From an optimization exercise on the open Yosys and OpenROAD flow, aimed at small area; shortcuts taken in it are not production practice. The RTL was checked by simulation tests, not by an equivalence proof against the original design. Power and IR drop assume default switching activity.

===== config.mk =====
export PLATFORM = sky130hd
export DESIGN_NAME = lcd_i2c_top
export DESIGN_NICKNAME = lcd_i2c_top
export VERILOG_FILES = /design/flow/design.v
export SDC_FILE = /design/flow/constraint.sdc
export NUM_CORES = 4
export LEC_CHECK = 0
export CAP_MARGIN = 20
export CORE_MARGIN = 2
export CORE_UTILIZATION = 40
export SLEW_MARGIN = 20

===== constraint.sdc =====
create_clock -name core_clock -period 10.0 [get_ports {clk}]
set_input_delay 2.0000 -clock core_clock [delete_from_list [all_inputs] [get_ports {clk}]]
set_output_delay 2.0000 -clock core_clock [all_outputs]
set_load 0.01 [all_outputs]

===== design.v =====
module lcd_i2c_top(
    input           clk,                     
    input           rst_n,                   
    input  [6:0]    i2c_addr,                
    input  [127:0]  row1,                    
    input  [127:0]  row2,                    
    input           sda_in,                  
    output          scl,                     
    output          sda_low                  
);
    reg  [6:0]  pre;
    wire        tick = (pre == 7'd49);
    always @(posedge clk, negedge rst_n) begin
        if (!rst_n)
            pre <= 7'd0;
        else
            pre <= (pre == 7'd99) ? 7'd0 : pre + 7'd1;
    end
    localparam  WAIT   = 4'd0,   
                START  = 4'd1,   
                ASTART = 4'd2,   
                WL     = 4'd3,   
                WH     = 4'd4,   
                WDONE  = 4'd5,   
                WACK   = 4'd6,   
                ACK1   = 4'd7,   
                ACK2   = 4'd8,   
                ACKD   = 4'd9,   
                GAP    = 4'd10,  
                ACKDL  = 4'd11,  
                PSTOP  = 4'd12,  
                STOP   = 4'd13,  
                FIN    = 4'd14;  
    reg  [3:0]  ph;
    reg  [6:0]  cnt;                         
    reg  [2:0]  kb;                          
    reg         A;                           
    reg  [1:0]  q;                           
    reg  [1:0]  s;                           
    reg  [3:0]  j;                           
    reg         scl_r, sda_out, sda_en;
    assign scl     = scl_r;
    assign sda_low = sda_en & ~sda_out;
    wire [255:0] rows = {row1, row2};
    wire [255:0] rrev;
    genvar g;
    generate
        for (g = 0; g < 256; g = g + 1) begin : rv
            assign rrev[g] = rows[255 - g];
        end
    endgenerate
    wire        rbit = rrev[{s[1], j, q[1], kb[1:0]}];
    reg  [7:0]  cmd;
    always @(*) begin
        case (j[2:0])
            3'd2:    cmd = 8'h02;
            3'd3:    cmd = 8'h28;
            3'd4:    cmd = 8'h0C;
            3'd5:    cmd = 8'h06;
            3'd6:    cmd = 8'h01;
            default: cmd = {1'b1, s[1], 6'd0};
        endcase
    end
    wire [7:0]  cmdr = {cmd[0], cmd[1], cmd[2], cmd[3], cmd[4], cmd[5], cmd[6], cmd[7]};
    wire        cbit = cmdr[{q[1], kb[1:0]}];
    wire        dbit = s[0] ? rbit : cbit;
    reg         tail;
    always @(*) begin
        case (kb[1:0])
            2'd0:    tail = 1'b1;            
            2'd1:    tail = ~q[0];           
            2'd2:    tail = 1'b0;            
            default: tail = s[0];            
        endcase
    end
    wire [7:0]  abyte = {i2c_addr, 1'b0};
    wire        abit  = abyte[3'd7 - kb];
    wire        bit_o = A ? abit : (kb[2] ? tail : dbit);
    wire        pend  = (cnt == 7'd10);
    wire        last  = (s == 2'd3) && (j == 4'd15);
    always @(posedge clk, negedge rst_n) begin
        if (!rst_n) begin
            ph      <= WAIT;
            cnt     <= 7'd122;
            kb      <= 3'd0;
            A       <= 1'b1;
            q       <= 2'd0;
            s       <= 2'd0;
            j       <= 4'd10;
            scl_r   <= 1'b1;
            sda_out <= 1'b1;
            sda_en  <= 1'b1;
        end else if (tick) begin
            cnt <= cnt + 7'd1;
            case (ph)
                WAIT:   if (pend) begin ph <= START; cnt <= 7'd0; end
                START:  begin
                    sda_out <= 1'b0;
                    if (pend) begin ph <= ASTART; cnt <= 7'd0; end
                end
                ASTART: begin
                    scl_r <= 1'b0;
                    if (pend) begin ph <= WL; cnt <= 7'd0; kb <= 3'd0; end
                end
                WL:     begin
                    scl_r <= 1'b0;
                    if (cnt != 7'd0) sda_out <= bit_o;
                    if (pend) begin ph <= WH; cnt <= 7'd0; end
                end
                WH:     begin
                    scl_r <= 1'b1;
                    if (pend) begin
                        cnt <= 7'd0;
                        kb  <= kb + 3'd1;
                        ph  <= (kb == 3'd7) ? WDONE : WL;
                    end
                end
                WDONE:  begin
                    scl_r  <= 1'b0;
                    sda_en <= 1'b0;
                    if (pend) begin ph <= WACK; cnt <= 7'd0; end
                end
                WACK:   begin
                    cnt <= 7'd127;
                    if (!sda_in) ph <= ACK1;
                end
                ACK1:   begin
                    scl_r <= 1'b1;
                    if (pend) begin ph <= ACK2; cnt <= 7'd0; end
                end
                ACK2:   begin
                    scl_r <= 1'b0;
                    if (pend) begin
                        if (!A && q == 2'd3) begin ph <= ACKDL; cnt <= 7'd0; end
                        else begin ph <= ACKD; cnt <= 7'd127; end
                    end
                end
                ACKD:   if (pend) begin
                    ph  <= GAP;
                    cnt <= (!A && !q[0]) ? 7'd73 : 7'd125;
                    A   <= 1'b0;
                    q   <= A ? 2'd0 : q + 2'd1;
                end
                GAP:    begin
                    sda_en <= 1'b1;
                    if (pend) begin ph <= WL; cnt <= 7'd0; kb <= 3'd0; end
                end
                ACKDL:  if (pend) begin ph <= PSTOP; cnt <= 7'd0; end
                PSTOP:  begin
                    scl_r <= 1'b1;
                    if (pend) begin ph <= STOP; cnt <= 7'd0; end
                end
                STOP:   begin
                    sda_en  <= 1'b1;
                    sda_out <= 1'b1;
                    if (pend) begin
                        cnt <= 7'd69;
                        A   <= 1'b1;
                        q   <= 2'd0;
                        ph  <= last ? FIN : WAIT;
                        j   <= (s == 2'd1 && j == 4'd15) ? j : j + 4'd1;
                        s   <= (j == 4'd15) ? s + 2'd1 : s;
                    end
                end
                default: ;
            endcase
        end
    end
endmodule

===== run.sh =====
#!/bin/bash
# synth_recipe.tcl (not shown) runs the flow's synth.tcl, then flattens the netlist and writes it again
# the make line also repeats each setting of config.mk as NAME=value (left out here)
make -C /OpenROAD-flow-scripts/flow DESIGN_CONFIG=/design/flow/config.mk WORK_HOME=/design/flow/orfs CLKGATE_MAP_FILE= SYNTH_SCRIPT=/design/flow/synth_recipe.tcl finish

==> impl_metrics.env <==
export IMPL_status="finished clean"
export IMPL_syn_nets=738
export IMPL_yosysSeqAreaShare_pct=17.9
export IMPL_hold_class="register to register"
export IMPL_endpoint_kind="register"
export IMPL_crit_chain="clkdlybuf4s50_1, mux4_1, nand2_1, nand3_1, o21ai_0, a221oi_1, a31oi_1, a211oi_1"
export IMPL_die_width_um=112
export IMPL_max_slew_worst_pin_slew_ns=0.964
export IMPL_cp_arrival_ns=3.87
export IMPL_drv_cap=0
export IMPL_track_usage_pct=27.6
export IMPL_core_sq_um=11400
export IMPL_synthDominantCellAreaShare_pct=20.8
export IMPL_root_buffer="clkbuf_16"
export IMPL_area_growth_pct=59.6
export IMPL_slew_headroom_pct=35.7
export IMPL_remaining_drc_errors=0
export IMPL_dp_hpwl_um=14500
export IMPL_ff_latch_area_sq_um=846
export IMPL_grt_pass1_vias=5162
export IMPL_rows=39
export IMPL_fin_util_pct=65.4
export IMPL_vias_per_cell=5.88
export IMPL_synth_edf_count=0
export IMPL_synth_area_leaders="mux4_1 (21%), dfrtp_1 (12%), mux4_2 (11%)"
export IMPL_min_period_ns=3.68
export IMPL_crit_path_start_kind="input pin"
export IMPL_path_clk_slew_ns=0.06
export IMPL_drt_wl_total_um=17600
export IMPL_syn_avg_cell_area_sq_um=10.3
export IMPL_dr_pass1_iters=4
export IMPL_syn_area_sq_um=4680
export IMPL_p_leak_nw=2.79
export IMPL_synth_most_common_cell="nand2_1"
export IMPL_die_area_sq_um=12600
export IMPL_ys_seq_elements=33
export IMPL_multi_input_area_sq_um=3530
export IMPL_die_h_um=112
export IMPL_vias=4938
export IMPL_rsz0062_at_grt="false"
export IMPL_place_congestion=0.868
export IMPL_hold_ws_ns=0.493
export IMPL_io_pins=268
export IMPL_tns_ns=0
export IMPL_drive_gt1_share_pct=9.76
export IMPL_wl_per_cell_um=21.0
export IMPL_finClkSkew_ns=0.00324
export IMPL_synth_async_reset_ratio_pct=100
export IMPL_initial_core_util_pct=41.0
export IMPL_ys_warn_count=1
export IMPL_cts_buffer_depth=2
export IMPL_cts_tree="done"
export IMPL_antenna_found_initial=0
export IMPL_ctsResizeCount=0
export IMPL_report_final_slew_viol_count=0
export IMPL_fillers=924
export IMPL_grt_remaining_overflow=0
export IMPL_crit_fanout=1
export IMPL_grt_pass1_wl_um=27600
export IMPL_antenna_cells=0
export IMPL_dr_first_iter_drc_count=390
export IMPL_synth_top_area_cell="mux4_1"
export IMPL_crit_path_max_incr_delay_ns=0.49
export IMPL_synth_distinct_cells=71
export IMPL_synth_cells=455
export IMPL_worstPathRequired_ns=10.20
export IMPL_cts_setup_buffers=0
export IMPL_timing_fmax_ghz=0.272
export IMPL_setup_violations=0
export IMPL_io_buffers=267
export IMPL_cts_buffers=5
export IMPL_path_class="input pin to register"
export IMPL_clock_sinks=33
export IMPL_power_density_nw_per_um2=56.3
export IMPL_htree_num_levels=2
export IMPL_layout_nets=979
export IMPL_post_route_period_util_pct=36.8
export IMPL_hold_viol_final=0
export IMPL_vdd_drop_max_mv=0.0755
export IMPL_cts_hold_buf=0
export IMPL_slowest_stage="clkdlybuf4s50_1"
export IMPL_grt_max_degree=53
export IMPL_clk_latency_ns=0.28
export IMPL_ant_nets=0
export IMPL_synth_top_flop_cell="dfrtp_1"
export IMPL_yosys_top_cells_count="nand2_1 (49), nor2_1 (38), mux4_1 (37)"
## layer usage
layer / wire length, um / GRT usage [%] / share of wire (%) / vias up
li1: - / - / - / 2299
met2: 9180 / 49.2 / 52 / 174
met1: 7050 / 35.0 / 40 / 2436
met4: 398 / 7.15 / 2.3 / 0
met3: 986 / 4.75 / 5.6 / 29
met5: 0 / 0 / 0 / -
## cells by family after synthesis
kind of cell	count (synthesis)	synth area share, %
xor+xnor	8	1.50
buf+inv	56	6.58
fa+ha+maj	17	4.55
flops	33	17.9
mux	89	38.3
compound gates	103	15.7
simple gates	149	15.5
## cell type report
type	instances	share of cell area, %
well taps	143	2.40
repair buffers	270	36.1
clock buffers	6	1.73
inverters	20	1.01
multi-input cells	366	47.3
flip-flops and latches	33	11.3
clock inverters	2	0.134
## where the power goes
| group | switching, W | leakage [nW] | internal (W) |
|---|---|---|---|
| Clock | 0.0000599 | 0.0706 | 0.0000915 |
| Sequential | 0 | 0.391 | 0.000134 |
| Combinational | 0.0000262 | 2.33 | 0.000109 |
| Total | 0.0000861 | 2.79 | 0.000334 |
## stage by stage
step | power [W] | area (sq um) | cells | setup slack, ns
2_1_floorplan | 0.000160 | 4680 | 455 | 6.62
3_3_place_gp | 0.000269 | 7330 | 832 | 6.08
3_5_place_dp | 0.000271 | 7330 | 832 | 6.05
4_1_cts | 0.000422 | 7460 | 840 | 6.33
5_1_grt | 0.000434 | 7460 | 840 | 6.26
6_report | 0.000420 | 7460 | 840 | 6.32
## path summary, 6_finish.rpt
check / start / endpoint / slack, ns / cells past startpoint
worst min-delay path: pre[0] / pre[0] / 0.49 / 1
worst min register to register: pre[0] / pre[0] / 0.49 / 1
worst max-delay path: row2[123] / sda_out / 6.32 / 8
max in group asynchronous: rst_n / kb[0] / 7.53 / 2
min in group asynchronous: rst_n / pre[4] / 2.12 / 2
worst max register to register: kb[1] / sda_out / 6.78 / 9
## registers in the layout, summed over array words and instances (netlist names)
register and count:
scl_r 1, s 2, cnt 7, pre 7
ph 4, kb 3, sda_out 1, A 1
q 2, j 4, sda_en 1
## placed cells by master (no fill, tap or decap), types with 8 or more instances in the layout
cell             Yosys  final
clkdlybuf4s50_1      0    267
nand2_1             49     49
nor2_1              38     38
mux4_1              37     37
o21ai_0             22     22
mux4_2              22     22
dfrtp_1             22     19
mux2i_1             18     18
inv_1               17     17
ha_1                17     17
a21oi_1             16     16
nand3_1             15     15
dfstp_2             11     11
mux2_2              10     10
nor3_1               9      9
nor2b_1              8      8
a31oi_1              8      8
## critical path: cells and delay by family
family          cells  cell delay [ns]
compound gates      4             0.97
simple gates        2             0.17
buf+inv             1             0.49
mux                 1             0.24

==> afterwards: timing with drivers on the ports <==
How much do the figures lean on ideal ports? The routed layout below was timed once more, with nothing changed but the port constraints. Step 1 assumes that a clkbuf_16 drives the clock port and a buf_2 every other input. Step 2 times the ports against the registers' clock, not the clock port: input delays grow and output delays shrink by t, the midpoint of the rising clock arrivals with the driver on. Three values: ideal, step 1, step 2; two values: the first two.
t, ns: 0.315
setup WS [ns]: 6.323 / 6.332 / 6.017
worst hold slack (ns): 0.493 / 0.493 / 0.493
latest minus earliest clock arrival (ns): 0.004 / 0.004
worst register clock-pin slew, ns: 0.06 / 0.06
After both steps setup and hold are still met in this run. The setup slack of this run moves by +0.009 ns with the drivers and by -0.306 ns with both steps.
